From an optimization exercise on the open Yosys and OpenROAD flow, aimed at small area; shortcuts taken in it are not production practice. In this exercise RTL edits were held to simulation tests only and were not proved equivalent to the original. The clock input has no modelled driver; a real chip could not lean on it and would need a root buffer or a full tree. Power figures rest on the tool's default switching activity, not on a simulated workload.

## job 101
==> flow/design.v <==
module ssdd(in, out);
	input [3:0] in;
	output reg [6:0] out;
	always @(in)
		case (in)
			4'h0: out = 7'b1000000;
			4'h1: out = 7'b1111001;
			4'h2: out = 7'b0100100;
			4'h3: out = 7'b0110000;
			4'h4: out = 7'b0011001;
			4'h5: out = 7'b0010010;
			4'h6: out = 7'b0000010;
			4'h7: out = 7'b1111000;
			4'h8: out = 7'b0000000;
			4'h9: out = 7'b0011000;
			default: out = 7'bxxxxxxx;
		endcase
endmodule
module ssdd6(in, out);
	input [2:0] in;
	output reg [6:0] out;
	always @(in)
		case (in)
			3'd0: out = 7'b1000000;
			3'd1: out = 7'b1111001;
			3'd2: out = 7'b0100100;
			3'd3: out = 7'b0110000;
			3'd4: out = 7'b0011001;
			3'd5: out = 7'b0010010;
			default: out = 7'bxxxxxxx;
		endcase
endmodule
module clock_24hr(clk, rst, tick, sw0, sw1, sw2, sw3, btn0, btn1, btn2, ssd3, ssd2, ssd1, ssd0, alarm_set, leds);
	input clk;
	input rst;
	input tick;
	input sw0, sw1, sw2, sw3;
	input btn0, btn1, btn2;
	output [6:0] ssd0, ssd1, ssd2, ssd3;
	output alarm_set;
	output [9:0] leds;
	reg [6:0] cs;            
	reg [5:0] sec;           
	reg [5:0] mn;            
	reg [4:0] hr;            
	reg [5:0] amn;           
	reg [4:0] ahr;           
	reg rp, rs, o0, o1, en1, led;
	reg [1:0] y;             
	assign alarm_set = ~sw3;
	assign leds = {10{led}};
	wire cs_wrap = cs[6] & cs[5] & cs[1] & cs[0];    
	wire cs98    = cs[6] & cs[5] & cs[1] & ~cs[0];   
	wire [6:0] cs_n = cs_wrap ? 7'd0 : cs + 7'd1;
	wire sec59 = (sec == 6'd59);
	wire c_m = cs_wrap & sec59;           
	wire [5:0] sec_n = cs_wrap ? (sec59 ? 6'd0 : sec + 6'd1) : sec;
	wire setm = y[1];
	wire add_m = setm & ~btn0 & o0;
	wire add_h = setm & (btn0 == o0) & ~btn1 & o1;
	wire o0_n = setm ? btn0 : o0;
	wire o1_n = (setm & (btn0 == o0)) ? btn1 : o1;
	wire tC = ~y[0];
	wire [1:0] am_t = {1'b0, c_m} + {1'b0, tC & add_m};
	wire [6:0] mns = mn + am_t;
	wire mn_c = mns >= 7'd60;
	wire [5:0] mn_n = mn_c ? mns - 7'd60 : mns[5:0];
	wire [1:0] ah_t = {1'b0, mn_c} + {1'b0, tC & add_h};
	wire [5:0] hrs = hr + ah_t;
	wire [4:0] hr_n = (hrs >= 6'd24) ? hrs - 6'd24 : hrs[4:0];
	wire aD = y[0];
	wire amn59 = (amn == 6'd59);
	wire [5:0] amn_n = (aD & add_m) ? (amn59 ? 6'd0 : amn + 6'd1) : amn;
	wire [4:0] ahr_n = (aD & ((add_m & amn59) | add_h)) ? ((ahr == 5'd23) ? 5'd0 : ahr + 5'd1) : ahr;
	wire nobtn = btn0 & btn1 & btn2;
	wire match = (sec == 6'd0) & (mn == amn) & (hr == ahr);
	wire ring = rp | (rs & match);
	reg [1:0] Y;
	always @(*) begin
		case (y)
			2'd0: Y = sw0 ? 2'd1 : sw1 ? 2'd2 : sw2 ? 2'd3 : 2'd0;
			2'd1: Y = sw0 ? 2'd1 : 2'd0;
			2'd2: Y = sw1 ? 2'd2 : 2'd0;
			default: Y = sw2 ? 2'd3 : 2'd0;
		endcase
	end
	always @(posedge clk) begin
		en1 <= tick & cs98;
		if (rst) begin
			cs <= 7'd0; sec <= 6'd0; mn <= 6'd0; hr <= 5'd0; amn <= 6'd0; ahr <= 5'd0;
			rp <= 1'b0; rs <= 1'b0; o0 <= 1'b1; o1 <= 1'b1; y <= 2'd0; led <= 1'b0;
		end else begin
			if (en1) led <= ring & ~led;
			if (tick) begin
				cs <= cs_n;
				sec <= sec_n;
				mn <= mn_n; hr <= hr_n;
				amn <= amn_n; ahr <= ahr_n;
				rp <= ring & nobtn; rs <= sw3 & nobtn;
				o0 <= o0_n; o1 <= o1_n;
				y <= Y;
			end
		end
	end
	wire [5:0] left  = (y == 2'd1) ? mn : {1'b0, y[0] ? ahr : hr};
	wire [5:0] right = (y == 2'd1) ? sec : (y[0] ? amn : mn);
	wire [2:0] d3, d1;
	wire [3:0] d2, d0;
	bin2bcd b2l (left, d3, d2);
	bin2bcd b2r (right, d1, d0);
	ssdd6 seg3 (d3, ssd3);
	ssdd  seg2 (d2, ssd2);
	ssdd6 seg1 (d1, ssd1);
	ssdd  seg0 (d0, ssd0);
endmodule
module bin2bcd(in, tens, units);
	input [5:0] in;
	output [2:0] tens;
	output [3:0] units;
	assign tens = in / 10;
	assign units = in % 10;
endmodule
clock: 600.0 ns
lec_check: 0
abc_area: 1
cap_margin: 20
core_margin: 2
core_utilization: 40
cts_buf_list: sky130_fd_sc_hd__clkbuf_8
slew_margin: 20
standard.sh (not shown) runs the stock make flow with config.mk's settings and CLKGATE_MAP_FILE= SYNTH_SCRIPT=/design/flow/synth_recipe.tcl, a recipe that flattens the netlist after the stock synthesis.
==> flow/flow/run.sh <==
#!/bin/bash
# Own layout flow: the standard synthesis, then the combinational logic between
# the registers re-mapped by ABC for area (registers kept as they are, by name
# and cell), then the standard layout with single-size port buffers.
set -euo pipefail
W=$(pwd)
F=$W/flow
R=$W/orfs/results/$FLOW_PLATFORM/clock_24hr/base
LIB=$FLOW_HOME/platforms/sky130hd/lib/sky130_fd_sc_hd__tt_025C_1v80.lib
YOSYS=$FLOW_HOME/../tools/install/yosys/bin/yosys

# 1. standard synthesis (the standard flow's script, unchanged)
bash standard.sh "$R/1_2_yosys.v" > "$W/1_standard_synth.log" 2>&1
cp "$R/1_2_yosys.v" "$W/standard_1_2_yosys.v"

# 2. re-map the combinational cells; flip-flops stay as black boxes
DONT_USE=""
for c in $(sed -n '/^export DONT_USE_CELLS/,/^$/p' "$FLOW_HOME/platforms/sky130hd/config.mk" | grep -o 'sky130_fd_sc_hd__[a-z0-9_]*'); do
  DONT_USE="$DONT_USE -dont_use $c"
done
cat > "$W/remap.ys" <<EOY
read_liberty -ignore_miss_func $LIB
blackbox sky130_fd_sc_hd__dfxtp_1
read_verilog $W/standard_1_2_yosys.v
hierarchy -top $FLOW_TOP
flatten
opt_clean
tee -o $W/remap_before.txt stat -liberty $LIB
abc -script $F/remap.abc -liberty $LIB $DONT_USE
opt_clean
write_verilog -noattr -nohex -nodec $W/remapped_raw.v
design -reset
read_liberty -lib $LIB
read_verilog $W/remapped_raw.v
hierarchy -top $FLOW_TOP
setundef -zero
splitnets
opt_clean -purge
hilomap -singleton -hicell sky130_fd_sc_hd__conb_1 HI -locell sky130_fd_sc_hd__conb_1 LO
insbuf -buf sky130_fd_sc_hd__buf_1 A X
opt_clean -purge
check -assert -mapped
tee -o $W/remap_after.txt stat -liberty $LIB
write_verilog -noattr -nohex -nodec $W/remapped.v
EOY
"$YOSYS" -s "$W/remap.ys" > "$W/2_remap.log" 2>&1
cp "$W/remapped.v" "$R/1_2_yosys.v"

# 3. the standard placement from the re-mapped netlist, with single-size port buffers
export BUFFER_PORTS_ARGS="-buffer_cell sky130_fd_sc_hd__buf_1"
bash standard.sh place > "$W/3_place.log" 2>&1

# 4. clock buffers in place of CTS
RESULTS=$R CLKBUF=${CLKBUF:-sky130_fd_sc_hd__clkbuf_8} CLKBUF_NX=${CLKBUF_NX:-2} CLKBUF_NY=${CLKBUF_NY:-2} \
  openroad -no_init -exit "$F/clock.tcl" > "$W/4_clock.log" 2>&1
cp "$R/3_place.sdc" "$R/4_cts.sdc"

# 5. the rest of the standard flow
bash standard.sh finish > "$W/5_finish.log" 2>&1
==> flow/flow/clock.tcl <==
# Clock buffering in place of CTS: the flip-flops are split by position into
# CLKBUF_NX x CLKBUF_NY groups, each driven by one CLKBUF cell fed from the
# clock port.
set R $::env(RESULTS)
read_db $R/3_place.odb
set block [ord::get_db_block]
set master [[ord::get_db] findMaster $::env(CLKBUF)]
set clk [$block findNet clk]
set lst {}
foreach it [$clk getITerms] {
  set inst [$it getInst]
  set box [$inst getBBox]
  lappend lst [list [expr {([$box xMin] + [$box xMax]) / 2}] [expr {([$box yMin] + [$box yMax]) / 2}] $it]
}
# CLKBUF_NX strips by x, each split into CLKBUF_NY groups by y
set nx $::env(CLKBUF_NX)
set ny $::env(CLKBUF_NY)
proc chunks {l k} {
  set out {}
  set n [llength $l]
  for {set i 0} {$i < $k} {incr i} {
    lappend out [lrange $l [expr {($i * $n) / $k}] [expr {(($i + 1) * $n) / $k - 1}]]
  }
  return $out
}
set groups {}
foreach strip [chunks [lsort -integer -index 0 $lst] $nx] {
  foreach grp [chunks [lsort -integer -index 1 $strip] $ny] { lappend groups $grp }
}
set g 0
foreach grp $groups {
  if {[llength $grp] == 0} { continue }
  set sx 0; set sy 0
  foreach e $grp { incr sx [lindex $e 0]; incr sy [lindex $e 1] }
  set cx [expr {$sx / [llength $grp]}]
  set cy [expr {$sy / [llength $grp]}]
  set net [odb::dbNet_create $block clknet_$g]
  $net setSigType CLOCK
  set buf [odb::dbInst_create $block $master clkbuf_$g]
  $buf setLocation $cx $cy
  $buf setPlacementStatus PLACED
  foreach e $grp {
    set it [lindex $e 2]
    $it disconnect
    $it connect $net
  }
  [$buf findITerm A] connect $clk
  [$buf findITerm X] connect $net
  puts "clock group $g: [llength $grp] sinks, buffer at $cx $cy"
  incr g
}
global_connect
detailed_placement
check_placement -verbose
write_db $R/4_1_cts.odb
Other scripts of this flow, unchanged in this note and not shown: flow/flow/remap.abc
What job 102 does differently from job 101 at the input level:
- CTS_BUF_LIST: sky130_fd_sc_hd__clkbuf_8 -> unset
- GPL_TIMING_DRIVEN: unset -> 0
- CORE_UTILIZATION: 40 -> 70
-- flow/flow/run.sh --
<<< job 101, line 50
export BUFFER_PORTS_ARGS="-buffer_cell sky130_fd_sc_hd__buf_1"
bash standard.sh place > "$W/3_place.log" 2>&1
>>> job 102, line 50
export BUFFER_PORTS_ARGS="-buffer_cell sky130_fd_sc_hd__buf_1"
export PRE_GLOBAL_PLACE_TCL="$F/pre_gpl.tcl"
bash standard.sh place > "$W/3_place.log" 2>&1
<<< job 101, line 53
# 4. clock buffers in place of CTS
RESULTS=$R CLKBUF=${CLKBUF:-sky130_fd_sc_hd__clkbuf_8} CLKBUF_NX=${CLKBUF_NX:-2} CLKBUF_NY=${CLKBUF_NY:-2} \
  openroad -no_init -exit "$F/clock.tcl" > "$W/4_clock.log" 2>&1
>>> job 102, line 54
# 4. clock buffers in place of CTS
RESULTS=$R CLKBUF=${CLKBUF:-sky130_fd_sc_hd__clkbuf_8} CLKBUF_NX=${CLKBUF_NX:-3} CLKBUF_NY=${CLKBUF_NY:-1} \
  openroad -no_init -exit "$F/clock.tcl" > "$W/4_clock.log" 2>&1
==> flow/flow/pre_gpl.tcl (new file) <==
# Global placement runs without timing-driven mode (the clock period is far
# longer than any path), so remove synthesis's pass-through buffers here, as
# the timing-driven mode would.
remove_buffers
==> results.txt <==
When job 102 is set beside job 101, its routed wire length turns out to be 410 um smaller.
Diff job 101 -> job 102: sequential cell count of the final layout saw little to no change; number of detailed-routing iterations run before antenna repair saw an increase.
Going from job 101 to job 102, area of all placed cells without fillers shrinks by about 2%.
Job 102 ended up with a lower global-route wire length before repair than job 101 did.
Job 101 -> job 102: sum of net half-perimeters after detailed placement decreased by a few percent
The inputs of job 103 differ from those of job 102 as listed below.
-- flow/flow/run.sh --
<<< job 102, line 54
# 4. clock buffers in place of CTS
RESULTS=$R CLKBUF=${CLKBUF:-sky130_fd_sc_hd__clkbuf_8} CLKBUF_NX=${CLKBUF_NX:-3} CLKBUF_NY=${CLKBUF_NY:-1} \
  openroad -no_init -exit "$F/clock.tcl" > "$W/4_clock.log" 2>&1
>>> job 103, line 54
# 4. clock buffers in place of CTS
RESULTS=$R CLKBUF=${CLKBUF:-sky130_fd_sc_hd__clkbuf_4} CLKBUF_NX=${CLKBUF_NX:-2} CLKBUF_NY=${CLKBUF_NY:-2} \
  openroad -no_init -exit "$F/clock.tcl" > "$W/4_clock.log" 2>&1
==> comparison <==
Diff job 102..job 103 | flip-flop and latch count | unchanged
Comparing job 102 against job 103, there is no change at all in sum of buffers and inverters on the critical path.
Job 103: first-pass GRT wire length 0.55% below job 102
Job 102 -> job 103: hold-critical path depth delta 0, exact match
In the metrics for job 103 and job 102, the one carrying the lower final hold slack is job 102.
In every run of this note, the design's own scripts or RTL, not TritonCTS, make the clock network.

* * *

## JK
clock_24hr, a different RTL version from the one above (not shown whole).
For scale: about 360 cells after synthesis, ~49 I/O pins.
## clock_24hr
module clock_24hr(clk, rst, tick, sw0, sw1, sw2, sw3, btn0, btn1, btn2, ssd3, ssd2, ssd1, ssd0, alarm_set, leds);
Settings: LEC_CHECK=0, ABC_AREA=1, CAP_MARGIN=20, CORE_MARGIN=2, CORE_UTILIZATION=80, GPL_TIMING_DRIVEN=0, SLEW_MARGIN=20; clock period 600.0 ns.
==> flow/flow/run.sh <==
#!/bin/bash
# Own layout flow: the standard synthesis, then the combinational logic between
# the registers re-mapped by ABC for area (registers kept as they are, by name
# and cell), then the standard layout with single-size port buffers.
set -euo pipefail
W=$(pwd)
F=$W/flow
R=$W/orfs/results/$FLOW_PLATFORM/clock_24hr/base
LIB=$FLOW_HOME/platforms/sky130hd/lib/sky130_fd_sc_hd__tt_025C_1v80.lib
YOSYS=$FLOW_HOME/../tools/install/yosys/bin/yosys

# 1. standard synthesis (the standard flow's script, unchanged)
bash standard.sh "$R/1_2_yosys.v" > "$W/1_standard_synth.log" 2>&1
cp "$R/1_2_yosys.v" "$W/standard_1_2_yosys.v"

# 2. re-map the combinational cells; flip-flops stay as black boxes
DONT_USE=""
for c in $(sed -n '/^export DONT_USE_CELLS/,/^$/p' "$FLOW_HOME/platforms/sky130hd/config.mk" | grep -o 'sky130_fd_sc_hd__[a-z0-9_]*'); do
  DONT_USE="$DONT_USE -dont_use $c"
done
# ABC's deepsyn is randomised: map with several seeds in parallel, keep the smallest
remap() {
  local S=$1
  sed "s/@SEED@/$S/" "$F/remap.abc" > "$W/remap_$S.abc"
  cat > "$W/remap_$S.ys" <<EOY
read_liberty -ignore_miss_func $LIB
blackbox sky130_fd_sc_hd__dfxtp_1
read_verilog $W/standard_1_2_yosys.v
hierarchy -top $FLOW_TOP
flatten
opt_clean
abc -script $W/remap_$S.abc -liberty $LIB $DONT_USE
opt_clean
write_verilog -noattr -nohex -nodec $W/remapped_raw_$S.v
design -reset
read_liberty -lib $LIB
read_verilog $W/remapped_raw_$S.v
hierarchy -top $FLOW_TOP
tee -o $W/remap_after_$S.txt stat -liberty $LIB
setundef -zero
splitnets
opt_clean -purge
hilomap -singleton -hicell sky130_fd_sc_hd__conb_1 HI -locell sky130_fd_sc_hd__conb_1 LO
insbuf -buf sky130_fd_sc_hd__buf_1 A X
opt_clean -purge
check -assert -mapped
write_verilog -noattr -nohex -nodec $W/remapped_$S.v
EOY
  "$YOSYS" -s "$W/remap_$S.ys" > "$W/2_remap_$S.log" 2>&1
}
for round in 0 1; do
  pids=""
  for k in 1 2 3 4; do remap $((round * 4 + k)) & pids="$pids $!"; done
  for p in $pids; do wait $p; done
done
best=""; bestarea=""
for S in 1 2 3 4 5 6 7 8; do
  a=$(grep -o "Chip area for module .*: [0-9.]*" "$W/remap_after_$S.txt" | awk '{print $NF}')
  echo "seed $S: $a" >> "$W/2_remap_choice.log"
  if [[ -z "$best" ]] || awk -v x="$a" -v y="$bestarea" 'BEGIN{exit !(x < y)}'; then best=$S; bestarea=$a; fi
done
echo "kept seed $best" >> "$W/2_remap_choice.log"
cp "$W/remapped_$best.v" "$W/remapped.v"
cp "$W/remapped.v" "$R/1_2_yosys.v"

# 3. the standard placement from the re-mapped netlist, with single-size port buffers
export BUFFER_PORTS_ARGS="-buffer_cell sky130_fd_sc_hd__buf_1"
export PRE_GLOBAL_PLACE_TCL="$F/pre_gpl.tcl"
bash standard.sh place > "$W/3_place.log" 2>&1

# 4. clock buffers in place of CTS
RESULTS=$R CLKBUF=${CLKBUF:-sky130_fd_sc_hd__clkbuf_4} CLKBUF_NX=${CLKBUF_NX:-2} CLKBUF_NY=${CLKBUF_NY:-2} \
  openroad -no_init -exit "$F/clock.tcl" > "$W/4_clock.log" 2>&1
cp "$R/3_place.sdc" "$R/4_cts.sdc"

# 5. the rest of the standard flow
bash standard.sh finish > "$W/5_finish.log" 2>&1
Scripts as last shown in full above: flow/flow/clock.tcl
Other scripts of this flow, unchanged in this note and not shown: flow/flow/pre_gpl.tcl, flow/flow/remap.abc
For MS, these inputs were changed with respect to JK:
# JK
export LEC_CHECK = 0
export ABC_AREA = 1
export CAP_MARGIN = 20
export CORE_MARGIN = 2
export CORE_UTILIZATION = 80
export GPL_TIMING_DRIVEN = 0
export SLEW_MARGIN = 20
create_clock -name core_clock -period 600.0 [get_ports {clk}]
# MS
export LEC_CHECK = 0
export ABC_AREA = 1
export CAP_MARGIN = 20
export CORE_MARGIN = 2
export CORE_UTILIZATION = 70
export GPL_TIMING_DRIVEN = 0
export SLEW_MARGIN = 20
create_clock -name core_clock -period 600.0 [get_ports {clk}]
diff --git a/flow/flow/run.sh b/flow/flow/run.sh
--- a/flow/flow/run.sh
+++ b/flow/flow/run.sh
@@ -70,5 +70,5 @@
 
 # 4. clock buffers in place of CTS
-RESULTS=$R CLKBUF=${CLKBUF:-sky130_fd_sc_hd__clkbuf_4} CLKBUF_NX=${CLKBUF_NX:-2} CLKBUF_NY=${CLKBUF_NY:-2} \
+RESULTS=$R CLKBUF=${CLKBUF:-sky130_fd_sc_hd__clkbuf_8} CLKBUF_NX=${CLKBUF_NX:-3} CLKBUF_NY=${CLKBUF_NY:-1} \
   openroad -no_init -exit "$F/clock.tcl" > "$W/4_clock.log" 2>&1
 cp "$R/3_place.sdc" "$R/4_cts.sdc"
## What came out
For the worst ir drop on vdd, MS came in about 22% higher than JK did. Delta (MS minus JK): shortest clock period the worst path allows after layout moved up; part of the total power dissipated in the clock network moved up. The higher slack of the critical path came out of JK. MS against JK: clock skew higher; final cell count higher; global placement routability congestion lower. Compared with JK, MS shows total power that has gone up by a few percent. Taking JK as the reference point, the net switching power of the design of MS rises by about 3%. Power per standard cell area for MS is higher than for JK. Re design area: JK was lower than MS.
In every run of this note, the design's own scripts or RTL, not TritonCTS, make the clock network.

[separate check: timing with driven ports]
How much do the figures lean on ideal ports? The routed layouts below were timed once more, with nothing changed but the port constraints.
Step 1 sets driving cells, clkbuf_16 on the clock port and buf_2 on the other inputs (assumed; they add their load-dependent delay and slew).
Step 2 adds t to the input delays and takes it off the output delays; t is the mean of the earliest and latest rising clock arrival at the registers after step 1. Input paths then give back, and output paths get back, about the clock's delay inside the block.
Slacks: no drivers / after step 1 / after step 2; pairs: no drivers / after step 1.
run	shift t [ns]	setup slack, ns	worst setup path after step 2	worst register clock-pin slew, ns
job 101	0.192	359.745 / 359.723 / 359.723	input to output	0.08 / 0.08
job 102	0.189	359.709 / 359.685 / 359.685	input to output	0.10 / 0.10
job 103	0.211	359.720 / 359.696 / 359.696	input to output	0.12 / 0.12
JK	0.222	359.729 / 359.707 / 359.707	input to output	0.12 / 0.12
MS	0.198	359.719 / 359.693 / 359.693	input to output	0.10 / 0.10
After both steps setup and hold are still met in every run listed. For MS, which loses most, drivers alone change the setup slack by -0.026 ns; drivers and shift together by -0.026 ns.
